This design comes from an exercise in tuning for small area, a short achievable clock period and few clock cycles per item on the open sky130 flow, not from production work. In this exercise RTL edits were held to simulation tests only and were not proved equivalent to the original. The clock port is modelled as an ideal driver; clocking choices that lean on that would not hold on a real chip. Power figures rest on the tool's default switching activity, not on a simulated workload.

### flow/design.v
module deinterleaver (
    input            clk,
    input            reset,
    input      [3:0] in_bits,
    input            data_ready,
    output           in_ready,
    output reg       rd_act,      
    output reg [2:0] rd_cyc,      
    output reg [1:0] rd_grp,      
    output     [3:0] rd_sym       
);
    reg [3:0] skid;               
    reg [4:0] wptr;               
    reg       wo, ro;             
    reg [1:0] cm [0:15];          
    assign in_ready = 1'b1;
    wire xfer  = data_ready && !reset;
    wire wpair = xfer && wptr[0];     
    wire wlast = wpair && (wptr[2:1] == 2'd3);
    wire rd_done = rd_act && (rd_cyc == 3'd7);
    reg [3:0] rd_sym_r;
    assign rd_sym = rd_sym_r;
    always @(*) begin
        case ({ro, rd_cyc})
            4'b0000: rd_sym_r = {cm[12], cm[8]};
            4'b0001: rd_sym_r = {cm[4], cm[0]};
            4'b0010: rd_sym_r = {cm[13], cm[9]};
            4'b0011: rd_sym_r = {cm[5], cm[1]};
            4'b0100: rd_sym_r = {cm[14], cm[10]};
            4'b0101: rd_sym_r = {cm[6], cm[2]};
            4'b0110: rd_sym_r = {cm[15], cm[11]};
            4'b0111: rd_sym_r = {cm[7], cm[3]};
            4'b1000: rd_sym_r = {cm[3], cm[2]};
            4'b1001: rd_sym_r = {cm[1], cm[0]};
            4'b1010: rd_sym_r = {cm[7], cm[6]};
            4'b1011: rd_sym_r = {cm[5], cm[4]};
            4'b1100: rd_sym_r = {cm[11], cm[10]};
            4'b1101: rd_sym_r = {cm[9], cm[8]};
            4'b1110: rd_sym_r = {cm[15], cm[14]};
            4'b1111: rd_sym_r = {cm[13], cm[12]};
        endcase
    end
    integer r, q;
    always @(posedge clk) begin
        if (xfer && !wptr[0]) skid <= in_bits;
        for (r = 0; r < 4; r = r + 1)
            for (q = 0; q < 4; q = q + 1)
                if (wpair && (wptr[2:1] == (wo ? q : r)))
                    cm[4*r + q] <= wo ? {in_bits[r], skid[r]} : {in_bits[q], skid[q]};
        if (reset) begin
            wptr   <= 5'd0;
            wo     <= 1'b0;
            ro     <= 1'b0;
            rd_act <= 1'b0;
            rd_cyc <= 3'd0;
            rd_grp <= 2'd0;
        end else begin
            if (xfer) wptr <= wptr + 5'd1;
            if (wlast) wo <= !wo;
            if (rd_done) ro <= !ro;
            if (rd_act) rd_cyc <= rd_cyc + 3'd1;
            if (rd_done) rd_grp <= rd_grp + 2'd1;
            if (wlast) rd_act <= 1'b1;
            else if (rd_done) rd_act <= 1'b0;
        end
    end
endmodule
module serial_to_pair (
    input  [11:0] t_in,
    input  [3:0]  sa,        
    input  [3:0]  sb,        
    input  [3:0]  w0,        
    output [11:0] t_out,
    output [15:0] oh,        
    output [3:0]  en         
);
    function [3:0] addbm;
        input [3:0] c; input [1:0] s; input u; input [3:0] y;
        reg [1:0] e;
        begin
            e = {u ^ s[0] ^ s[1], u ^ s[1]};
            addbm = ({4{y[e]}} & c) |                                   
                    ({4{y[~e]}} & {c[1:0], 2'b00}) |                    
                    ({4{y[e ^ 2'b01] | y[e ^ 2'b10]}} & {c[2:0], 1'b0});  
        end
    endfunction
    function lt;
        input [3:0] a, b;
        begin
            lt = |(a & ~b);
        end
    endfunction
    reg [3:0] T0 [0:3];
    reg [3:0] T1 [0:3];
    reg [3:0] T2 [0:3];
    reg [3:0] ca, cb;
    reg D1 [0:3];
    reg D2 [0:3];
    reg z0, l01, l23, l02, l03, l12, l13;
    reg [11:0] to;
    reg [15:0] o;
    reg [3:0] e;
    integer ns, k;
    always @(*) begin
        for (ns = 0; ns < 4; ns = ns + 1)
            T0[ns] = {1'b1, t_in[3*ns +: 3]};
        for (ns = 0; ns < 4; ns = ns + 1) begin
            ca = addbm(T0[ns >> 1], ns >> 1, ns & 1, sa);
            cb = addbm(T0[2 + (ns >> 1)], 2 + (ns >> 1), ns & 1, sa);
            T1[ns] = {1'b1, ca[2:0] | cb[2:0]};
            D1[ns] = !lt(ca, cb);
        end
        for (ns = 0; ns < 4; ns = ns + 1) begin
            ca = addbm(T1[ns >> 1], ns >> 1, ns & 1, sb);
            cb = addbm(T1[2 + (ns >> 1)], 2 + (ns >> 1), ns & 1, sb);
            T2[ns] = ca | cb;
            D2[ns] = !lt(ca, cb);
        end
        for (ns = 0; ns < 4; ns = ns + 1) begin
            o[4*ns + 0] = !D2[ns] & !D1[{1'b0, ns[1]}];
            o[4*ns + 1] =  D2[ns] & !D1[{1'b1, ns[1]}];
            o[4*ns + 2] = !D2[ns] &  D1[{1'b0, ns[1]}];
            o[4*ns + 3] =  D2[ns] &  D1[{1'b1, ns[1]}];
        end
        z0 = 1'b0;
        for (ns = 0; ns < 4; ns = ns + 1)
            z0 = z0 | (t_in[3*ns] & w0[ns]);
        for (ns = 0; ns < 4; ns = ns + 1)
            for (k = 0; k < 3; k = k + 1)
                to[3*ns + k] = z0 ? T2[ns][k] : T2[ns][k+1];
        l01 = lt(T2[0], T2[1]); l23 = lt(T2[2], T2[3]);
        l02 = lt(T2[0], T2[2]); l03 = lt(T2[0], T2[3]);
        l12 = lt(T2[1], T2[2]); l13 = lt(T2[1], T2[3]);
        e[0] = l01 & (l23 ? l02 : l03);
        e[1] = !l01 & (l23 ? l12 : l13);
        e[2] = l23 & !(l01 ? l02 : l12);
        e[3] = !l23 & !(l01 ? l03 : l13);
    end
    assign t_out = to;
    assign oh = o;
    assign en = e;
endmodule
module vitebri (
    input             clk,
    input             reset,
    input             rd_act,
    input      [2:0]  rd_cyc,
    input      [1:0]  rd_grp,
    input      [3:0]  rd_sym,
    output     [61:0] data_out,
    output reg        valid_output
);
    reg [3:0] sa, sb, w0;
    reg       first_a;
    reg       act_a, last_a;
    reg [11:0] M;
    reg [15:0] oh;           
    reg [3:0]  en;
    reg        act_p, last_p;
    reg [61:0] P0, P1, P2, P3;
    wire [11:0] m_nx;
    wire [15:0] oh_nx;
    wire [3:0]  en_nx;
    serial_to_pair acs (
        .t_in(M), .sa(sa), .sb(sb), .w0(w0),
        .t_out(m_nx), .oh(oh_nx), .en(en_nx)
    );
    function [1:0] eo;
        input [1:0] s; input u;
        begin
            eo = {u ^ s[0] ^ s[1], u ^ s[1]};
        end
    endfunction
    reg [3:0] w0_nx;
    integer s, u1, u2;
    always @(*) begin
        for (s = 0; s < 4; s = s + 1) begin
            w0_nx[s] = 1'b0;
            for (u1 = 0; u1 < 2; u1 = u1 + 1)
                for (u2 = 0; u2 < 2; u2 = u2 + 1)
                    w0_nx[s] = w0_nx[s] | ((rd_sym[3:2] == eo(s, u1)) &&
                                           (rd_sym[1:0] == eo({s[0], u1[0]}, u2)));
        end
    end
    function [11:0] start;
        input [3:0] r;
        begin
            case (r)
            4'd0: start = 12'b000000100111;   
            4'd1: start = 12'b110000111111;   
            4'd2: start = 12'b000110111111;   
            4'd3: start = 12'b000000111100;   
            4'd4: start = 12'b110110100111;   
            4'd5: start = 12'b111100110110;   
            4'd6: start = 12'b100111110110;   
            4'd7: start = 12'b110110111100;   
            4'd8: start = 12'b110110100111;   
            4'd9: start = 12'b111100110110;   
            4'd10: start = 12'b100111110110;   
            4'd11: start = 12'b110110111100;   
            4'd12: start = 12'b111111000110;   
            4'd13: start = 12'b111100000000;   
            4'd14: start = 12'b100111000000;   
            4'd15: start = 12'b111111110000;   
            endcase
        end
    endfunction
    wire first = (rd_cyc == 3'd0) && (rd_grp == 2'd0);
    function [61:0] nxt;
        input [3:0] o;
        input [61:0] q, a0, a1, a2, a3;
        input h;
        begin
            nxt = ({62{h}} & q) |
                  ({62{o[0]}} & {a0[59:0], 2'd0}) | ({62{o[1]}} & {a1[59:0], 2'd1}) |
                  ({62{o[2]}} & {a2[59:0], 2'd2}) | ({62{o[3]}} & {a3[59:0], 2'd3});
        end
    endfunction
    wire hold = !act_p;
    wire [3:0] oh0 = last_p ? (({4{en[0]}} & oh[3:0]) | ({4{en[1]}} & oh[7:4]) |
                               ({4{en[2]}} & oh[11:8]) | ({4{en[3]}} & oh[15:12]))
                            : oh[3:0];
    always @(posedge clk) begin
        sa <= 4'b0001 << rd_sym[3:2];
        sb <= 4'b0001 << rd_sym[1:0];
        w0 <= w0_nx;
        first_a <= first;
        last_a <= (rd_cyc == 3'd7) && (rd_grp == 2'd3);
        if (act_a) M <= first_a ? start({sa[3] | sa[2], sa[3] | sa[1], sb[3] | sb[2], sb[3] | sb[1]})
                                : m_nx;
        oh <= act_a ? oh_nx : 16'd0;
        en <= en_nx;
        last_p <= last_a;
        P0 <= nxt(oh0,       P0, P0, P1, P2, P3, hold);
        P1 <= nxt(oh[7:4],   P1, P0, P1, P2, P3, hold);
        P2 <= nxt(oh[11:8],  P2, P0, P1, P2, P3, hold);
        P3 <= nxt(oh[15:12], P3, P0, P1, P2, P3, hold);
        if (reset) begin
            act_a <= 1'b0;
            act_p <= 1'b0;
            valid_output <= 1'b0;
        end else begin
            act_a <= rd_act;
            act_p <= act_a;
            valid_output <= act_p && last_p;
        end
    end
    genvar t;
    generate
        for (t = 0; t < 62; t = t + 1) begin : g_out
            assign data_out[t] = P0[61 - t];
        end
    endgenerate
endmodule
module TopMod2 (
    input clk,
    input reset,
    input [3:0] file_in_bits,
    input data_ready,
    output wire in_ready,
    output wire [61:0] decoded_data,
    output wire decoded_valid
);
    wire       rd_act;
    wire [2:0] rd_cyc;
    wire [1:0] rd_grp;
    wire [3:0] rd_sym;
    deinterleaver deinterleaver_inst (
        .clk(clk),
        .reset(reset),
        .in_bits(file_in_bits),
        .data_ready(data_ready),
        .in_ready(in_ready),
        .rd_act(rd_act),
        .rd_cyc(rd_cyc),
        .rd_grp(rd_grp),
        .rd_sym(rd_sym)
    );
    vitebri vitebri_inst (
        .clk(clk),
        .reset(reset),
        .rd_act(rd_act),
        .rd_cyc(rd_cyc),
        .rd_grp(rd_grp),
        .rd_sym(rd_sym),
        .data_out(decoded_data),
        .valid_output(decoded_valid)
    );
endmodule
### flow/flow/run.sh
#!/bin/bash
# Layout: the standard flow (standard.sh), with the port buffers made of
# plain buffer cells instead of the delay cells the resizer picks by itself.
set -euo pipefail
bash standard.sh BUFFER_PORTS_ARGS="-buffer_cell sky130_fd_sc_hd__buf_1" finish > standard_flow.log 2>&1
### flow/standard.sh
#!/bin/bash
# synth_recipe.tcl (not shown) runs the flow's synth.tcl, then flattens the netlist and writes it again
# the make line also repeats each setting of config.mk as NAME=value (left out here)
make -C /OpenROAD-flow-scripts/flow DESIGN_CONFIG=/design/flow/config.mk WORK_HOME=/design/flow/orfs CLKGATE_MAP_FILE= SYNTH_SCRIPT=/design/flow/synth_recipe.tcl "${@:-finish}"
### flow/config.mk
export PLATFORM = sky130hd
export DESIGN_NAME = TopMod2
export DESIGN_NICKNAME = TopMod2
export VERILOG_FILES = /design/flow/design.v
export SDC_FILE = /design/flow/constraint.sdc
export NUM_CORES = 4
export LEC_CHECK = 0
export CAP_MARGIN = 20
export CELL_PAD_IN_SITES_DETAIL_PLACEMENT = 1
export CELL_PAD_IN_SITES_GLOBAL_PLACEMENT = 1
export CORE_MARGIN = 2
export CORE_UTILIZATION = 40
export CTS_BUF_LIST = sky130_fd_sc_hd__clkbuf_16
export CTS_CLUSTER_DIAMETER = 100
export CTS_CLUSTER_SIZE = 20
export SLEW_MARGIN = 20
export SYNTH_MEMORY_MAX_BITS = 65536
### flow/constraint.sdc
create_clock -name core_clock -period 10.0 [get_ports {clk}]
set_input_delay 2.0000 -clock core_clock [delete_from_list [all_inputs] [get_ports {clk}]]
set_output_delay 2.0000 -clock core_clock [all_outputs]
set_load 0.01 [all_outputs]
==> reports/results.tsv, run 1 <==
stage	metric	value	unit
hold_path	hold_class	flop to flop	
cells_and_area	fin_util	43.3	%
cells_and_area	antenna_cells	0	
global_routing	grt_max_degree	139	
cells_and_area	nets	1702	
global_routing	grt_overflow	0	
route	routedWlPerCell	26.4	um
synth	yosysUniqueCellTypes	76	
route	met2_wirelength	28.4	mm
route	dr.max_layer_used	met4	
route	vias	15481	
clock_tree	cts_resized	0	
worst_setup_path	endpoint_kind	primary output	
synth	async_flop_share	0	%
floorplan	core.rowCount	73	
timing	fin_crit_sh	32.7	%
timing	timing.fmax	306	MHz
placement	placed_area	16700	sq um
cells_and_area	mostFrequentLayoutCells	335 x nand2_1, 279 x dfxtp_1, 253 x a22oi_1	
pwr	p_leak	5.54	nW
synth	seq_area_frac_synth	44.6	%
floorplan	io-pin-count	71	
cells_and_area	area_growth	6.07	%
pwr	vdd_drop_max	0.0000852	V
cells_and_area	fin_cells	2215	
route	wl	58.5	mm
floorplan	coreArea	39900	sq um
worst_setup_path	critical_path_arrival	1.27	ns
timing	fin_worst_skew	0.0171	ns
synth	ys_warn_count	9	
clock_tree	root_buffer	clkbuf_16	
floorplan	initial_utilization	40.8	%
route	met1_length	25.0	mm
placement	dp_hpwl	32.0	mm
global_routing	grt_pass1_wl	91.9	mm
worst_setup_path	cp_top_family	flip-flops	
pwr	cellPowerDensity	134	nW/um^2
placement	gp_congestion	0.901	
global_routing	antenna_found_initial	0	
clock_tree	h-tree-depth	1	
synth	synth_area_per_cell	9.27	sq um
worst_setup_path	critPathMaxStageDelay	0.46	ns
timing	rsz0062_at_grt	false	
route	ant_nets	0	
floorplan	die_y	206	um
synth	ys.flop_type	dfxtp_1	
synth	synth_area	16300	sq um
synth	ys_ff_latch	339	
timing	min_period	3.27	ns
clock_tree	clockBufferDepth	3	
synth	syn_nets	1770	
floorplan	die_x	206	um
worst_setup_path	critPathSlowestCell	dfxtp_1	
route	first_pass_iters	13	
cells_and_area	fin_area	17300	sq um
timing	finalSetupViolations	0	
timing	maxSlewViolCount	0	
timing	finalHoldViolCount	0	
worst_setup_path	crit_required	8.00	ns
worst_setup_path	start_kind	flop	
route	wl_met3	3.72	mm
global_routing	grt_pass1_vias	15715	
clock_tree	clkTransAtPathRegs	0.09	ns
cells_and_area	drive_gt1_share	5.21	%
placement	place_inst	2188	
timing	slew_headroom	23.7	%
floorplan	die-area	42300	sq um
clock_tree	numCtsBuffers	21	
placement	dp_slack	6.51	ns
timing	worstMarginPinSlew	1.14	ns
clock_tree	cts_sinks	339	
outcome	status	timing/DRC/antenna clean	
placement	io_buffer_count	69	
route	drc	0	
clock_tree	cts_hold_buf	0	
route	drtIter0Drc	2414	
timing	fin_ws	6.73	ns
clock_tree	cts_tree	built	
clock_tree	insertion_delay	0.56	ns
cells_and_area	mostFrequentLayoutCell	nand2_1	
global_routing	grt_usage	27.1	%
worst_setup_path	crit_buf_inv	1	
timing	setup_tns	0	ns
worst_setup_path	crit_chain	buf_1	
worst_setup_path	path_class	flop to primary output	
route	vias_per_cell	6.99	
worst_setup_path	path_max_fanout	6	
synth	synthCells	1755	
cells_and_area	num-fill-cells	4496	
clock_tree	cts_setup_buffers	0	
flow_run	maxCapViolations	0	
synth	synth_edf_count	48	
## Yosys cell counts (3+ instances only)
| master | n | area, sq um |
|---|---|---|
| dfxtp_1 | 291 | 5830 |
| a21o_1 | 3 | 22.5 |
| buf_6 | 6 | 67.6 |
| o2111ai_1 | 4 | 35.0 |
| nor3b_1 | 3 | 22.5 |
| clkinv_1 | 3 | 11.3 |
| a221o_1 | 3 | 30.0 |
| a211o_1 | 9 | 78.8 |
| a41oi_1 | 4 | 35.0 |
| and2_1 | 6 | 37.5 |
| o211ai_1 | 5 | 37.5 |
| a221oi_1 | 10 | 87.6 |
| clkbuf_1 | 161 | 604 |
| or2_2 | 4 | 25.0 |
| a22oi_1 | 253 | 1900 |
| buf_2 | 8 | 40.0 |
| nand3_1 | 18 | 90.1 |
| xor2_1 | 3 | 26.3 |
| edfxtp_1 | 48 | 1440 |
| a22o_1 | 11 | 96.3 |
| o21ai_0 | 45 | 225 |
| nand4_1 | 3 | 18.8 |
| nor3_1 | 5 | 25.0 |
| nand2b_1 | 16 | 100 |
| buf_1 | 8 | 30.0 |
| ha_1 | 8 | 100 |
| mux2i_1 | 15 | 150 |
| a211oi_1 | 9 | 67.6 |
| nor2_1 | 63 | 236 |
| xnor2_1 | 7 | 61.3 |
| inv_1 | 17 | 63.8 |
| o22ai_1 | 15 | 93.8 |
| a31oi_1 | 10 | 62.6 |
| o21ai_1 | 4 | 20.0 |
| mux2_2 | 8 | 90.1 |
| a21oi_1 | 27 | 135 |
| nand2_1 | 335 | 1260 |
| a222oi_1 | 246 | 2460 |
| o31ai_1 | 3 | 22.5 |
| a32oi_1 | 3 | 26.3 |
| nor2b_1 | 8 | 50.1 |
| and3_1 | 4 | 25.0 |
## final cells by class
class / count / area (sq um) / area share (%)
clock buffer: 21 / 526 / 3.04
clock inverter: 5 / 38.8 / 0.225
inverter: 21 / 83.8 / 0.486
multi-input combinational: 1211 / 8230 / 47.6
sequential: 339 / 7280 / 42.2
tap: 525 / 657 / 3.80
timing repair buffer: 93 / 452 / 2.62
## logic make-up after synthesis
logic type | synth area share [%]
other | 0.0230
DFF | 44.6
AOI/OAI and AO/OA | 35.2
muxes | 1.55
adders and majority gates | 0.615
buffers and inverters | 5.09
xor gates and xnor gates | 0.538
and+or+nand+nor | 12.3
## through the flow
stage / hold slack [ns] / power [W]
floorplan: 0.310 / 0.00145
global placement: 0.326 / 0.00146
detailed placement: 0.330 / 0.00146
CTS: 0.351 / 0.00234
global route: 0.359 / 0.00239
finish: 0.350 / 0.00231
## flip-flops by register name (all words and copies together), names as in the netlist, 4 cells and up
signal                   flops
deinterleaver_inst.cm       32
deinterleaver_inst.skid      4
vitebri_inst.M              12
vitebri_inst.P0             62
vitebri_inst.P1             60
vitebri_inst.P2             60
vitebri_inst.P3             60
vitebri_inst.en              4
vitebri_inst.oh             16
vitebri_inst.sa              4
vitebri_inst.sb              4
vitebri_inst.w0              4
## worst paths after layout
path | startpoint | endpoint | slack, ns | cells past startpoint
setup / recovery | vitebri_inst.P0[8] | decoded_data[53] | 6.73 | 1
hold / removal | vitebri_inst.last_a | vitebri_inst.last_p | 0.35 | 0
setup reg to reg | vitebri_inst.sa[2] | vitebri_inst.en[2] | 6.83 | 6
hold reg to reg | vitebri_inst.last_a | vitebri_inst.last_p | 0.35 | 0
## power by group
part / switching, W / internal, W
sequential: 0.0000150 / 0.00139
combinational: 0.0000160 / 0.0000129
clock: 0.000494 / 0.000383
## per-layer routing
metal | up-vias | GRT usage (%)
met3 | 98 | 2.91
met4 | 0 | 8.71
met1 | 7879 | 35.2
met5 | - | 0
li1 | 6946 | -
met2 | 558 | 47.2
Testbench counts, summed over its fixed seeds: cycles 5,208, frames 160.
==> run 2, diff against run 1 <==
==> flow/run.sh (new file) <==
#!/bin/bash
# synth_recipe.tcl (not shown) runs the flow's synth.tcl, then flattens the netlist and writes it again
# the make line also repeats each setting of config.mk as NAME=value (left out here)
make -C /OpenROAD-flow-scripts/flow DESIGN_CONFIG=/design/flow/config.mk WORK_HOME=/design/flow/orfs CLKGATE_MAP_FILE= SYNTH_SCRIPT=/design/flow/synth_recipe.tcl finish
removed: flow/flow/run.sh
removed: flow/standard.sh
==> run 2 against run 1 <==
Net effect: total power decreased by 1.2%; fmax decreased by 11%; synthesized cell count unchanged; critical path type unchanged.
==> reports/results.tsv, run 2 <==
stage	metric	value	unit	change
floorplan	core.rowCount	73		unchanged
worst_setup_path	path_class	flop to primary output		
synth	ys_top_cells_by_count	335 x nand2_1, 291 x dfxtp_1, 253 x a22oi_1		
placement	io_buffer_count	69		unchanged
worst_setup_path	crit_buf_inv	1		unchanged
placement	place_inst	2189		+0.046%
route	vias	15534		+0.34%
timing	slew_headroom	26.5	%	+2.8 points
clock_tree	root_buffer	clkbuf_16		
clock_tree	insertion_delay	0.55	ns	about the same
clock_tree	clockBufferDepth	3		unchanged
clock_tree	cts_hold_buf	0		unchanged
clock_tree	h-tree-depth	1		unchanged
worst_setup_path	crit_end	decoded_data[49]		
worst_setup_path	critPathMaxStageDelay	0.66	ns	+0.20 ns
route	first_pass_iters	11		-2
cells_and_area	largest_register_ffs	62		unchanged
floorplan	coreArea	39900	sq um	unchanged
pwr	cellPowerDensity	129	nW/um^2	-3.4%
synth	synthCells	1755		unchanged
timing	rsz0062_at_grt	false		
pwr	finalPower	0.00228	W	-1.2%
timing	maxSlewViolCount	0		unchanged
worst_setup_path	setup.worst_path.start	vitebri_inst.P0[12]		
route	wl	58.4	mm	-0.21%
cells_and_area	multi_input_area	8230	sq um	unchanged
timing	worstMarginPinSlew	1.10	ns	-0.0404 ns
global_routing	grt_max_degree	138		-0.72%
cells_and_area	fin_cells	2214		-0.045%
worst_setup_path	crit_required	8.00	ns	about the same
pwr	vdd_drop_max	0.000119	V	+39%
synth	synth_simple_gate_area_share	12.3	%	unchanged
pwr	p_leak	5.75	nW	+3.7%
worst_setup_path	rrSetupSlack	6.83	ns	about the same
synth	synth-compound-area-share	35.2	%	unchanged
worst_setup_path	start_kind	flop		
global_routing	grt_pass1_vias	15444		-1.7%
timing	fin_crit_sh	36.6	%	+3.9 points
worst_setup_path	critical_path_arrival	1.66	ns	+0.39 ns
synth	synth_top_family_by_area	compound AO/OA/AOI/OAI gates		
floorplan	initial_utilization	40.8	%	unchanged
worst_setup_path	crit_chain	clkdlybuf4s50_1		
timing	timing.fmax	273	MHz	-11%
worst_setup_path	worst_r2r_path_depth	6		unchanged
placement	dp_slack	6.13	ns	-0.381 ns
clock_tree	cts_tree	built		
synth	async_flop_share	0	%	unchanged
clock_tree	numCtsBuffers	20		-4.8%
clock_tree	clkTransAtPathRegs	0.09	ns	about the same
floorplan	die_x	206	um	unchanged
timing	setup_tns	0	ns	unchanged
worst_setup_path	cp_top_family	buffers and inverters		
synth	synth_fa_ha_area_share	0.615	%	unchanged
synth	synthTopCellsByArea	dfxtp_1 36%, a222oi_1 15%, a22oi_1 12%		
cells_and_area	mostFrequentLayoutCell	nand2_1		
synth	syn_nets	1770		unchanged
outcome	status	timing/DRC/antenna clean		
placement	gp_congestion	0.820		-9.1%
floorplan	io-pin-count	71		unchanged
route	drtIter0Drc	2499		+3.5%
synth	synth_top_cell_by_area	dfxtp_1		
timing	fin_worst_skew	0.0192	ns	+0.00217 ns
synth	synth_top_area_share	35.8	%	unchanged
timing	fin_ws	6.34	ns	-0.389 ns
synth	ys_warn_count	9		unchanged
hold_path	hold_class	flop to flop		
cells_and_area	seq_area	7280	sq um	unchanged
floorplan	die_y	206	um	unchanged
worst_setup_path	critPathSlowestCell	clkdlybuf4s50_1		
synth	seq_area_frac_synth	44.6	%	unchanged
synth	yosysUniqueCellTypes	76		unchanged
timing	finalSetupViolations	0		unchanged
route	ant_nets	0		unchanged
synth	ys.flop_type	dfxtp_1		
clock_tree	cts_sinks	339		unchanged
global_routing	grt_pass1_wl	90.3	mm	-1.7%
cells_and_area	regMostFlops	vitebri_inst.P0		
cells_and_area	drive_gt1_share	5.09	%	-0.12 points
synth	synthXorXnorAreaFrac	0.538	%	unchanged
synth	synth_area_per_cell	9.27	sq um	unchanged
timing	min_period	3.66	ns	+0.389 ns
global_routing	antenna_found_initial	0		unchanged
worst_setup_path	path_max_fanout	6		unchanged
cells_and_area	antenna_cells	0		unchanged
timing	finalHoldViolCount	0		unchanged
global_routing	grt_usage	26.7	%	-0.44 points
cells_and_area	area_growth	8.53	%	
route	drc	0		unchanged
placement	dp_hpwl	32.0	mm	about the same
synth	synth_area	16300	sq um	unchanged
clock_tree	cts_resized	0		unchanged
synth	yosysMostFrequentCell	nand2_1		
cells_and_area	nets	1701		-0.059%
synth	ys_ff_latch	339		unchanged
synth	synth_edf_count	48		unchanged
global_routing	grt_overflow	0		unchanged
floorplan	die-area	42300	sq um	unchanged
cells_and_area	num-fill-cells	4479		-0.38%
worst_setup_path	r2r_start	vitebri_inst.M[3]		
worst_setup_path	path_depth	1		unchanged
worst_setup_path	r2r-end	vitebri_inst.en[2]		
cells_and_area	mostFrequentLayoutCells	335 x nand2_1, 279 x dfxtp_1, 253 x a22oi_1		
route	routedWlPerCell	26.4	um	-0.16%
route	vias_per_cell	7.02		+0.39%
worst_setup_path	endpoint_kind	primary output		
flow_run	maxCapViolations	0		unchanged
synth	muxShareOfSynthArea	1.55	%	unchanged
clock_tree	cts_setup_buffers	0		unchanged
-- run 2: cell counts after synthesis --
No cell type changed its count.
-- run 2: worst min path at each step --
| stage | startpoint | endpoint | depth (start not counted) |
|---|---|---|---|
| floorplan | vitebri_inst.last_a | vitebri_inst.last_p | 0 |
| global placement | vitebri_inst.last_a | vitebri_inst.last_p | 0 |
| detailed placement | vitebri_inst.last_a | vitebri_inst.last_p | 0 |
| CTS | vitebri_inst.last_a | vitebri_inst.last_p | 0 |
| global route | vitebri_inst.last_a | vitebri_inst.last_p | 0 |
| finish | vitebri_inst.last_a | vitebri_inst.last_p | 0 |
-- run 2: layer usage --
layer | global-route usage (%) | vias to the layer above | wire length (um)
met5 | 0 | - | 0
met4 | 8.20 | 0 | 1300
met3 | 2.90 | 102 | 3710
met2 | 45.9 | 600 | 28400
met1 | 35.1 | 7890 | 25000
li1 | - | 6942 | -
-- run 2: power by group --
part,internal (W),leakage [nW],switching [W]
registers,0.00139,2.80,0.0000149
clock network,0.000376,0.280,0.000470
logic,0.0000168,2.67,0.0000159
-- run 2: area by class of cell --
cell class / instances / share of cell area [%]
clock buffers: 21 / 2.98
well taps: 525 / 3.72
flip-flops and latches: 339 / 41.2
inverters: 21 / 0.475
clock inverters: 4 / 0.0850
multi-input cells: 1211 / 46.6
repair buffers: 93 / 4.95
-- run 2: metrics by stage --
stage                     instance area, sq um  hold WS (ns)  util (%)
after floorplan                          16300         0.310         -
after global placement                   17100         0.334      42.9
after detailed placement                 17100         0.335      42.9
after CTS                                17700         0.354      44.2
after global routing                     17700         0.366      44.3
final                                    17700         0.357      44.3
-- run 2: cell families (layout without fill, tap and decap cells) --
kind of cell | Yosys count | in the layout
compound gates | 689 | 689
simple gates | 479 | 479
flops | 339 | 339
buf+inv | 205 | 139
mux | 24 | 24
xor+xnor | 10 | 10
fa+ha+maj | 8 | 8
other cells | 1 | 1
==> run 3, diff against run 2 <==
--- a/flow/design.v
+++ b/flow/design.v
@@ -12,7 +12,7 @@
     reg [3:0] skid;               
     reg [4:0] wptr;               
     reg       wo, ro;             
-    reg [1:0] cm [0:15];          
+    reg [31:0] cm;                
     assign in_ready = 1'b1;
     wire xfer  = data_ready && !reset;
     wire wpair = xfer && wptr[0];     
@@ -22,22 +22,22 @@
     assign rd_sym = rd_sym_r;
     always @(*) begin
         case ({ro, rd_cyc})
-            4'b0000: rd_sym_r = {cm[12], cm[8]};
-            4'b0001: rd_sym_r = {cm[4], cm[0]};
-            4'b0010: rd_sym_r = {cm[13], cm[9]};
-            4'b0011: rd_sym_r = {cm[5], cm[1]};
-            4'b0100: rd_sym_r = {cm[14], cm[10]};
-            4'b0101: rd_sym_r = {cm[6], cm[2]};
-            4'b0110: rd_sym_r = {cm[15], cm[11]};
-            4'b0111: rd_sym_r = {cm[7], cm[3]};
-            4'b1000: rd_sym_r = {cm[3], cm[2]};
-            4'b1001: rd_sym_r = {cm[1], cm[0]};
-            4'b1010: rd_sym_r = {cm[7], cm[6]};
-            4'b1011: rd_sym_r = {cm[5], cm[4]};
-            4'b1100: rd_sym_r = {cm[11], cm[10]};
-            4'b1101: rd_sym_r = {cm[9], cm[8]};
-            4'b1110: rd_sym_r = {cm[15], cm[14]};
-            4'b1111: rd_sym_r = {cm[13], cm[12]};
+            4'b0000: rd_sym_r = {cm[25:24], cm[17:16]};
+            4'b0001: rd_sym_r = {cm[9:8], cm[1:0]};
+            4'b0010: rd_sym_r = {cm[27:26], cm[19:18]};
+            4'b0011: rd_sym_r = {cm[11:10], cm[3:2]};
+            4'b0100: rd_sym_r = {cm[29:28], cm[21:20]};
+            4'b0101: rd_sym_r = {cm[13:12], cm[5:4]};
+            4'b0110: rd_sym_r = {cm[31:30], cm[23:22]};
+            4'b0111: rd_sym_r = {cm[15:14], cm[7:6]};
+            4'b1000: rd_sym_r = {cm[7:6], cm[5:4]};
+            4'b1001: rd_sym_r = {cm[3:2], cm[1:0]};
+            4'b1010: rd_sym_r = {cm[15:14], cm[13:12]};
+            4'b1011: rd_sym_r = {cm[11:10], cm[9:8]};
+            4'b1100: rd_sym_r = {cm[23:22], cm[21:20]};
+            4'b1101: rd_sym_r = {cm[19:18], cm[17:16]};
+            4'b1110: rd_sym_r = {cm[31:30], cm[29:28]};
+            4'b1111: rd_sym_r = {cm[27:26], cm[25:24]};
         endcase
     end
     integer r, q;
@@ -46,7 +46,7 @@
         for (r = 0; r < 4; r = r + 1)
             for (q = 0; q < 4; q = q + 1)
                 if (wpair && (wptr[2:1] == (wo ? q : r)))
-                    cm[4*r + q] <= wo ? {in_bits[r], skid[r]} : {in_bits[q], skid[q]};
+                    cm[8*r + 2*q +: 2] <= wo ? {in_bits[r], skid[r]} : {in_bits[q], skid[q]};
         if (reset) begin
             wptr   <= 5'd0;
             wo     <= 1'b0;
@@ -69,7 +69,6 @@
     input  [11:0] t_in,
     input  [3:0]  sa,        
     input  [3:0]  sb,        
-    input  [3:0]  w0,        
     output [11:0] t_out,
     output [15:0] oh,        
     output [3:0]  en         
@@ -101,6 +100,22 @@
     reg [15:0] o;
     reg [3:0] e;
     integer ns, k;
+    function [1:0] eo;
+        input [1:0] s; input u;
+        begin
+            eo = {u ^ s[0] ^ s[1], u ^ s[1]};
+        end
+    endfunction
+    reg [3:0] w0;
+    integer s0, u1, u2;
+    always @(*) begin
+        for (s0 = 0; s0 < 4; s0 = s0 + 1) begin
+            w0[s0] = 1'b0;
+            for (u1 = 0; u1 < 2; u1 = u1 + 1)
+                for (u2 = 0; u2 < 2; u2 = u2 + 1)
+                    w0[s0] = w0[s0] | (sa[eo(s0, u1)] & sb[eo({s0[0], u1[0]}, u2)]);
+        end
+    end
     always @(*) begin
         for (ns = 0; ns < 4; ns = ns + 1)
             T0[ns] = {1'b1, t_in[3*ns +: 3]};
@@ -150,7 +165,7 @@
     output     [61:0] data_out,
     output reg        valid_output
 );
-    reg [3:0] sa, sb, w0;
+    reg [3:0] sa, sb;        
     reg       first_a;
     reg       act_a, last_a;
     reg [11:0] M;
@@ -162,47 +177,28 @@
     wire [15:0] oh_nx;
     wire [3:0]  en_nx;
     serial_to_pair acs (
-        .t_in(M), .sa(sa), .sb(sb), .w0(w0),
+        .t_in(M), .sa(sa), .sb(sb),
         .t_out(m_nx), .oh(oh_nx), .en(en_nx)
     );
-    function [1:0] eo;
-        input [1:0] s; input u;
-        begin
-            eo = {u ^ s[0] ^ s[1], u ^ s[1]};
-        end
-    endfunction
-    reg [3:0] w0_nx;
-    integer s, u1, u2;
-    always @(*) begin
-        for (s = 0; s < 4; s = s + 1) begin
-            w0_nx[s] = 1'b0;
-            for (u1 = 0; u1 < 2; u1 = u1 + 1)
-                for (u2 = 0; u2 < 2; u2 = u2 + 1)
-                    w0_nx[s] = w0_nx[s] | ((rd_sym[3:2] == eo(s, u1)) &&
-                                           (rd_sym[1:0] == eo({s[0], u1[0]}, u2)));
-        end
-    end
+    localparam [15:0] ST0 = 16'b0000000100010111;
+    localparam [15:0] ST1 = 16'b0001011101110111;
+    localparam [15:0] ST2 = 16'b0001111111111111;
+    localparam [15:0] ST3 = 16'b0000100010001110;
+    localparam [15:0] ST4 = 16'b1000111011101110;
+    localparam [15:0] ST5 = 16'b1000111111111111;
+    localparam [15:0] ST6 = 16'b1101010001000000;
+    localparam [15:0] ST7 = 16'b1101110111010100;
+    localparam [15:0] ST8 = 16'b1111111111110100;
+    localparam [15:0] ST9 = 16'b1011001000100000;
+    localparam [15:0] ST10 = 16'b1011101110110010;
+    localparam [15:0] ST11 = 16'b1111111111110010;
+    localparam [191:0] ST = {ST11, ST10, ST9, ST8, ST7, ST6, ST5, ST4, ST3, ST2, ST1, ST0};
     function [11:0] start;
         input [3:0] r;
-        begin
-            case (r)
-            4'd0: start = 12'b000000100111;   
-            4'd1: start = 12'b110000111111;   
-            4'd2: start = 12'b000110111111;   
-            4'd3: start = 12'b000000111100;   
-            4'd4: start = 12'b110110100111;   
-            4'd5: start = 12'b111100110110;   
-            4'd6: start = 12'b100111110110;   
-            4'd7: start = 12'b110110111100;   
-            4'd8: start = 12'b110110100111;   
-            4'd9: start = 12'b111100110110;   
-            4'd10: start = 12'b100111110110;   
-            4'd11: start = 12'b110110111100;   
-            4'd12: start = 12'b111111000110;   
-            4'd13: start = 12'b111100000000;   
-            4'd14: start = 12'b100111000000;   
-            4'd15: start = 12'b111111110000;   
-            endcase
+        integer b;
+        begin
+            for (b = 0; b < 12; b = b + 1)
+                start[b] = ST[16*b + r];
         end
     endfunction
     wire first = (rd_cyc == 3'd0) && (rd_grp == 2'd0);
@@ -223,7 +219,6 @@
     always @(posedge clk) begin
         sa <= 4'b0001 << rd_sym[3:2];
         sb <= 4'b0001 << rd_sym[1:0];
-        w0 <= w0_nx;
         first_a <= first;
         last_a <= (rd_cyc == 3'd7) && (rd_grp == 2'd3);
         if (act_a) M <= first_a ? start({sa[3] | sa[2], sa[3] | sa[1], sb[3] | sb[2], sb[3] | sb[1]})
==> flow/flow/run.sh (new file) <==
#!/bin/bash
# Layout: the standard flow (standard.sh) with two changes on the output
# side. The port buffers are plain buf_1 cells instead of the delay cells the
# resizer picks by itself, and after clock tree synthesis eco_outputs.tcl
# gives each output port's buffer and the flip-flop that drives it a larger
# drive strength. ORFS writes each step's full log under orfs/logs/.
set -euo pipefail
here=$(pwd)
bash standard.sh \
  BUFFER_PORTS_ARGS="-buffer_cell sky130_fd_sc_hd__buf_1" \
  POST_CTS_TCL="$here/flow/eco_outputs.tcl" \
  finish > standard_flow.log 2>&1
==> flow/flow/eco_outputs.tcl (new file) <==
# After clock tree synthesis: give the output paths stronger cells. Each
# output port's buffer becomes a buf_2 and the flip-flop behind it a
# dfxtp_2 (same cells, larger drive), then the placement is legalised.
set block [ord::get_db_block]
set nbuf 0
set nff 0
foreach bterm [$block getBTerms] {
  if {[$bterm getIoType] ne "OUTPUT"} { continue }
  set net [$bterm getNet]
  if {$net eq "NULL"} { continue }
  foreach it [$net getITerms] {
    if {![$it isOutputSignal]} { continue }
    set buf [$it getInst]
    if {[[$buf getMaster] getName] ne "sky130_fd_sc_hd__buf_1"} { continue }
    replace_cell [$buf getName] sky130_fd_sc_hd__buf_2
    incr nbuf
    foreach bi [$buf getITerms] {
      if {![$bi isInputSignal]} { continue }
      set inet [$bi getNet]
      if {$inet eq "NULL"} { continue }
      foreach di [$inet getITerms] {
        if {![$di isOutputSignal]} { continue }
        set ff [$di getInst]
        if {[[$ff getMaster] getName] eq "sky130_fd_sc_hd__dfxtp_1"} {
          replace_cell [$ff getName] sky130_fd_sc_hd__dfxtp_2
          incr nff
        }
      }
    }
  }
}
puts "eco_outputs: $nbuf port buffers and $nff flip-flops resized"
detailed_placement
check_placement -verbose
==> flow/standard.sh (new file) <==
#!/bin/bash
# synth_recipe.tcl (not shown) runs the flow's synth.tcl, then flattens the netlist and writes it again
# the make line also repeats each setting of config.mk as NAME=value (left out here)
make -C /OpenROAD-flow-scripts/flow DESIGN_CONFIG=/design/flow/config.mk WORK_HOME=/design/flow/orfs CLKGATE_MAP_FILE= SYNTH_SCRIPT=/design/flow/synth_recipe.tcl "${@:-finish}"
removed: flow/run.sh
==> run 3 against run 2 <==
Net effect: still clean; sequential power about the same; final cell count decreased by 1.6%; flip-flop and latch count shrank 4; largest power group unchanged.
==> reports/results.tsv, run 3 <==
stage	metric	value	unit	change
pwr	p_leak	6.43	nW	+12%
cells_and_area	mostFrequentLayoutCell	nand2_1		
floorplan	initial_utilization	40.3	%	-0.47 points
worst_setup_path	start_kind	flop		
worst_setup_path	path_class	flop to primary output		
global_routing	grt_max_degree	93		-33%
timing	rsz0062_at_grt	false		
route	drtIter0Drc	2532		+1.3%
synth	synth_area	15900	sq um	-2.1%
global_routing	grt_pass1_vias	15524		+0.52%
floorplan	core.rowCount	73		unchanged
floorplan	io-pin-count	71		unchanged
route	drc	0		unchanged
timing	min_period	3.13	ns	-0.531 ns
synth	yosysMostFrequentCell	nand2_1		
worst_setup_path	critPathMaxStageDelay	0.42	ns	-0.24 ns
synth	async_flop_share	0	%	unchanged
worst_setup_path	worst_r2r_path_depth	5		-1
worst_setup_path	crit_buf_inv	1		unchanged
global_routing	grt_pass1_wl	90.4	mm	about the same
route	first_pass_iters	12		+1
synth	ys.flop_type	dfxtp_1		
floorplan	coreArea	39500	sq um	-0.92%
worst_setup_path	crit_required	8.00	ns	about the same
synth	synth_top_cell_by_area	dfxtp_1		
worst_setup_path	path_depth	1		unchanged
route	ant_nets	0		unchanged
cells_and_area	regMostFlops	vitebri_inst.P0		
cells_and_area	mostFrequentLayoutCells	322 x nand2_1, 250 x a22oi_1, 248 x a222oi_1		
floorplan	die_x	204	um	-1.0%
global_routing	antenna_found_initial	0		unchanged
hold_path	hold_path_depth	0		unchanged
synth	synthTopCellsByArea	dfxtp_1 36%, a222oi_1 16%, a22oi_1 12%		
worst_setup_path	critPathSlowestCell	dfxtp_2		
worst_setup_path	path_max_fanout	6		unchanged
floorplan	die_y	204	um	-1.0%
floorplan	die-area	41500	sq um	-2.0%
synth	synth_area_per_cell	9.26	sq um	-0.18%
timing	fin_crit_sh	31.3	%	-5.3 points
global_routing	grt_overflow	0		unchanged
cells_and_area	drive_gt1_share	12.4	%	+7.3 points
clock_tree	clkTransAtPathRegs	0.08	ns	about the same
timing	finalHoldViolCount	0		unchanged
timing	finalSetupViolations	0		unchanged
worst_setup_path	crit_chain	buf_2		
placement	io_buffer_count	69		unchanged
synth	ys_warn_count	8		-1
clock_tree	insertion_delay	0.54	ns	about the same
pwr	cellPowerDensity	133	nW/um^2	+3.1%
cells_and_area	fin_util	43.2	%	-1.1 points
worst_setup_path	cp_top_family	flip-flops		
timing	slew_headroom	29.6	%	+3.1 points
timing	fin_worst_skew	0.0305	ns	+0.0112 ns
outcome	status	timing/DRC/antenna clean		
clock_tree	cts_tree	built		
timing	timing.fmax	320	MHz	+17%
timing	worstMarginPinSlew	1.06	ns	-0.0476 ns
placement	dp_hpwl	31.5	mm	-1.5%
worst_setup_path	critical_path_arrival	1.13	ns	-0.53 ns
synth	synthCells	1722		-1.9%
synth	syn_nets	1737		-1.9%
cells_and_area	nets	1667		-2.0%
global_routing	grt_usage	26.9	%	+0.23 points
hold_path	hold_class	flop to flop		
worst_setup_path	endpoint_kind	primary output		
route	vias_per_cell	6.97		-0.61%
synth	synth_top_area_share	36.0	%	+0.25 points
synth	ys_ff_latch	335		-1.2%
clock_tree	cts_sinks	335		-1.2%
route	wl	57.4	mm	-1.7%
timing	setup_tns	0	ns	unchanged
timing	maxSlewViolCount	0		unchanged
synth	synth_edf_count	48		unchanged
cells_and_area	antenna_cells	0		unchanged
cells_and_area	area_growth	7.10	%	
synth	yosysUniqueCellTypes	66		-13%
route	vias	15195		-2.2%
cells_and_area	largest_register_ffs	62		unchanged
synth	seq_area_frac_synth	45.1	%	+0.44 points
pwr	vdd_drop_max	0.000116	V	-2.2%
synth	ys_top_cells_by_count	322 x nand2_1, 287 x dfxtp_1, 250 x a22oi_1		
placement	gp_congestion	0.829		+1.1%
route	routedWlPerCell	26.3	um	-0.13%
flow_run	maxCapViolations	0		unchanged
-- run 3: cell count changes after synthesis, sizes merged, moves of 5 or more --
cell,before,now
mux2,9,2
a31oi,10,4
o21a,0,6
mux2i,15,8
a221oi,10,20
and2,7,15
a22o,11,6
nand2,335,323
o22ai,15,9
nor2b,8,3
-- run 3: through the flow --
step                area, sq um  power [W]  hold slack [ns]  std cells  worst slack [ns]
global route              17100    0.00236            0.356       2179              6.80
detailed placement        16400    0.00145            0.314       2154              6.61
global placement          16400    0.00144            0.311       2154              6.64
finish                    17100    0.00227            0.332       2179              6.87
floorplan                 15900    0.00143            0.310       1722              7.17
-- run 3: per-layer routing --
layer  routed length, um  global-route usage (%)  vias to the layer above
met1               24800                    35.1                     7774
met2               28500                    47.0                      542
li1                    -                       -                     6802
met3                3040                    3.08                       77
met4                1060                    7.53                        0
met5                   0                       0                        -
-- run 3: path summary, 6_finish.rpt --
kind | from | slack (ns) | end
worst max-delay path | vitebri_inst.P0[19] | 6.87 | decoded_data[42]
worst max register to register | vitebri_inst.act_p | 7.11 | vitebri_inst.P0[23]
worst min-delay path | vitebri_inst.last_a | 0.33 | vitebri_inst.last_p
worst min register to register | vitebri_inst.last_a | 0.33 | vitebri_inst.last_p
-- run 3: area by class of cell --
type	count	area, sq um
tap	525	657
multi-input combinational	1187	8010
inverter	16	65.1
clock inverter	4	36.3
timing repair buffer	91	503
fill	4452	22500
clock buffer	21	526
sequential	335	7280
-- run 3: kinds of logic (layout without fill, tap and decap cells) --
family                     after synthesis  after routing  share of synthesized area, %
xor gates and xnor gates                 9              9                         0.495
AOI/OAI and AO/OA                      673            673                          35.0
other                                    1              1                        0.0235
DFF                                    335            335                          45.1
buffers and inverters                  200            132                          4.98
and+or+nand+nor                        486            486                          13.1
adders and majority gates                8              8                         0.628
muxes                                   10             10                         0.644
-- run 3: worst register-to-register path, cell delays in order, from the launching register on --
cell,delay [ns]
dfxtp_1,0.34
inv_6,0.48
buf_4,0.95
buf_4,0.71
a22oi_1,0.24
nand2_1,0.11
-- run 3: report_power, final --
group           total, W  switching, W  internal (W)
clock network   0.000860      0.000476      0.000384
logic          0.0000267     0.0000154     0.0000114
registers        0.00139     0.0000151       0.00137
Testbench counts of run 3, summed over its fixed seeds: cycles 5,208, frames 160.
==> run 4, diff against run 3 <==
--- a/flow/design.v
+++ b/flow/design.v
@@ -128,7 +128,7 @@
         for (ns = 0; ns < 4; ns = ns + 1) begin
             ca = addbm(T1[ns >> 1], ns >> 1, ns & 1, sb);
             cb = addbm(T1[2 + (ns >> 1)], 2 + (ns >> 1), ns & 1, sb);
-            T2[ns] = ca | cb;
+            T2[ns] = {1'b1, ca[2:0] | cb[2:0]};    
             D2[ns] = !lt(ca, cb);
         end
         for (ns = 0; ns < 4; ns = ns + 1) begin
==> run 4 against run 3 <==
Net effect: synthesized cell count shrank 1.6%; highest routed layer unchanged; still clean; flip-flop and latch count is the same; register-to-register slack got worse by 0.07 ns; die area is 0.87% lower; utilization increased by 0.42 points; largest cell class unchanged; worst setup slack improved by 0.011 ns.
==> reports/results.tsv, run 4 <==
stage	metric	value	unit	change
cells_and_area	seq_area	7280	sq um	unchanged
route	ant_nets	0		unchanged
global_routing	grt_max_degree	142		+53%
pwr	vdd_drop_max	0.000107	V	-7.8%
synth	yosysUniqueCellTypes	70		+6.1%
floorplan	io-pin-count	71		unchanged
timing	fin_ws	6.89	ns	+0.0106 ns
floorplan	die_y	203	um	-0.43%
global_routing	grt_pass1_wl	87.3	mm	-3.4%
placement	dp_slack	6.58	ns	-0.0284 ns
worst_setup_path	path_max_fanout	6		unchanged
worst_setup_path	crit_required	8.00	ns	about the same
synth	synthCells	1695		-1.6%
cells_and_area	num-fill-cells	4441		-0.25%
route	vias	14901		-1.9%
cells_and_area	area_growth	7.11	%	about the same
synth	ys_top_cells_by_count	327 x nand2_1, 287 x dfxtp_1, 259 x a222oi_1		
synth	seq_area_frac_synth	45.5	%	+0.40 points
cells_and_area	drive_gt1_share	12.4	%	about the same
synth	ys.flop_type	dfxtp_1		
timing	slew_headroom	33.0	%	+3.5 points
route	wl	55.9	mm	-2.5%
placement	io_buffer_count	69		unchanged
timing	fin_worst_skew	0.0167	ns	-0.0138 ns
synth	yosysMostFrequentCell	nand2_1		
route	drtIter0Drc	2534		+0.079%
synth	syn_nets	1710		-1.6%
timing	fin_crit_sh	31.1	%	-0.11 points
worst_setup_path	path_class	flop to primary output		
clock_tree	cts_sinks	335		unchanged
global_routing	grt_pass1_vias	15081		-2.9%
timing	min_period	3.11	ns	-0.0106 ns
floorplan	die-area	41100	sq um	-0.87%
timing	timing.fmax	321	MHz	+0.34%
floorplan	coreArea	38800	sq um	-1.8%
worst_setup_path	critPathSlowestCell	dfxtp_2		
cells_and_area	mostFrequentLayoutCells	327 x nand2_1, 259 x a222oi_1, 249 x a22oi_1		
floorplan	die_x	203	um	-0.43%
floorplan	initial_utilization	40.7	%	+0.39 points
outcome	status	timing/DRC/antenna clean		
timing	rsz0062_at_grt	false		
worst_setup_path	start_kind	flop		
clock_tree	cts_tree	built		
timing	finalHoldViolCount	0		unchanged
placement	gp_congestion	0.828		about the same
timing	whs	0.334	ns	+0.00176 ns
synth	ys_warn_count	8		unchanged
timing	setup_tns	0	ns	unchanged
synth	ys_ff_latch	335		unchanged
worst_setup_path	endpoint_kind	primary output		
route	vias_per_cell	6.94		-0.52%
cells_and_area	largest_register_ffs	62		unchanged
cells_and_area	mostFrequentLayoutCell	nand2_1		
clock_tree	insertion_delay	0.53	ns	about the same
global_routing	grt_overflow	0		unchanged
synth	synth_top_cell_by_area	dfxtp_1		
synth	synth_area_per_cell	9.32	sq um	+0.69%
synth	synthTopCellsByArea	dfxtp_1 36%, a222oi_1 16%, a22oi_1 12%		
cells_and_area	regMostFlops	vitebri_inst.P0		
synth	async_flop_share	0	%	unchanged
cells_and_area	nets	1641		-1.6%
worst_setup_path	crit_chain	buf_2		
route	first_pass_iters	11		-1
worst_setup_path	crit_buf_inv	1		unchanged
cells_and_area	fin_cells	2148		-1.4%
pwr	p_leak	6.41	nW	-0.26%
timing	maxSlewViolCount	0		unchanged
cells_and_area	multi_input_area	7860	sq um	-1.8%
clock_tree	clkTransAtPathRegs	0.08	ns	about the same
global_routing	antenna_found_initial	0		unchanged
placement	place_inst	2121		-1.5%
worst_setup_path	critPathMaxStageDelay	0.41	ns	about the same
flow_run	maxCapViolations	0		unchanged
hold_path	hold_class	flop to flop		
pwr	cellPowerDensity	134	nW/um^2	+0.30%
route	routedWlPerCell	26.0	um	-1.1%
global_routing	grt_usage	26.2	%	-0.73 points
route	drc	0		unchanged
worst_setup_path	critical_path_arrival	1.11	ns	-0.02 ns
worst_setup_path	cp_top_family	flip-flops		
timing	worstMarginPinSlew	1.00	ns	-0.0521 ns
floorplan	core.rowCount	72		-1.4%
placement	dp_hpwl	30.2	mm	-4.3%
cells_and_area	antenna_cells	0		unchanged
synth	synth_top_area_share	36.4	%	+0.32 points
timing	finalSetupViolations	0		unchanged
synth	synth_edf_count	48		unchanged
synth	synth_area	15800	sq um	-0.89%
run 4: cell types whose count changed after synthesis, moves of 4 or more:
cell / delta
a211o_1: -4
a211oi_1: -4
a21oi_1: +8
a221o_1: -5
a221oi_1: -11
a222oi_1: +11
a22o_1: +5
clkbuf_1: -12
mux2i_1: +4
nand2_1: +5
nor2b_1: +9
o211ai_1: -9
o21ai_0: -17
run 4: kinds of logic (layout without fill, tap and decap cells):
group                    Yosys count  in the layout  synth area share (%)
other                              1              1                0.0237
flip-flops                       335            335                  45.5
multiplexers                      15             15                 0.974
AO/OA/AOI/OAI                    644            644                  34.1
buffers and inverters            197            132                  5.02
XOR/XNOR                           9              9                 0.499
adder cells (fa/ha/maj)            9              9                 0.697
AND/OR/NAND/NOR                  485            485                  13.1
run 4: stage by stage:
step	cell area, sq um	total power [W]	util [%]
2_1_floorplan	15800	0.00143	-
6_report	16900	0.00226	43.6
3_5_place_dp	16200	0.00145	41.7
3_3_place_gp	16200	0.00144	41.7
5_1_grt	16900	0.00235	43.6
run 4: worst paths after layout:
kind / start / end / slack, ns / cells after the start
worst max-delay path: vitebri_inst.P0[6] / decoded_data[55] / 6.89 / 1
worst min-delay path: vitebri_inst.last_a / vitebri_inst.last_p / 0.33 / 0
worst max register to register: vitebri_inst.sa[2] / vitebri_inst.en[0] / 7.04 / 7
worst min register to register: vitebri_inst.last_a / vitebri_inst.last_p / 0.33 / 0
run 4: metal layers:
metal | wire length (um) | vias up | GRT usage (%) | part of all wire, %
met2 | 27200 | 585 | 44.7 | 49
met3 | 3280 | 77 | 2.87 | 5.9
met1 | 24300 | 7538 | 35.0 | 43
li1 | - | 6701 | - | -
met4 | 1190 | 0 | 7.53 | 2.1
met5 | 0 | - | 0 | 0
run 4: cell type report:
type,instances,area share [%]
multi-input cells,1163,46.5
flip-flops and latches,335,43.0
well taps,518,3.83
clock buffers,22,3.25
repair buffers,87,2.87
inverters,19,0.466
clock inverters,4,0.0887
run 4: where the power goes:
group	total, W	switching, W	internal [W]
clock	0.000846	0.000454	0.000393
sequential	0.00139	0.0000152	0.00137
combinational	0.0000271	0.0000154	0.0000117
total	0.00226	0.000484	0.00178
Testbench counts of run 4, summed over its fixed seeds: cycles 5,208, frames 160.

==> static timing again, ports no longer ideal <==
The flow's constraints put no driver on any port. The routed layouts listed below were extracted and timed again, unchanged, in two steps.
Step 1 assumes that a clkbuf_16 drives the clock port and a buf_2 every other input.
Step 2 times the ports against the registers' clock, not the clock port: input delays grow and output delays shrink by t, the midpoint of the rising clock arrivals with the driver on.
Slacks: ideal / step 1 / step 2; pairs: ideal / step 1.
run | shift t [ns] | setup WS [ns] | hold WS [ns] | clock arrival spread, ns | worst register clock-pin slew, ns
run 1 | 0.603 | 6.732 / 6.676 / 6.548 | 0.350 / 0.350 / 0.350 | 0.019 / 0.019 | 0.09 / 0.09
run 2 | 0.596 | 6.343 / 6.287 / 6.158 | 0.357 / 0.357 / 0.357 | 0.020 / 0.020 | 0.09 / 0.09
run 3 | 0.584 | 6.874 / 6.819 / 6.624 | 0.332 / 0.332 / 0.332 | 0.031 / 0.030 | 0.09 / 0.09
run 4 | 0.573 | 6.885 / 6.830 / 6.582 | 0.334 / 0.334 / 0.334 | 0.017 / 0.017 | 0.09 / 0.09
After both steps every run listed still meets setup and hold. For run 4, which loses most, drivers alone change the setup slack by -0.055 ns; drivers and shift together by -0.303 ns.
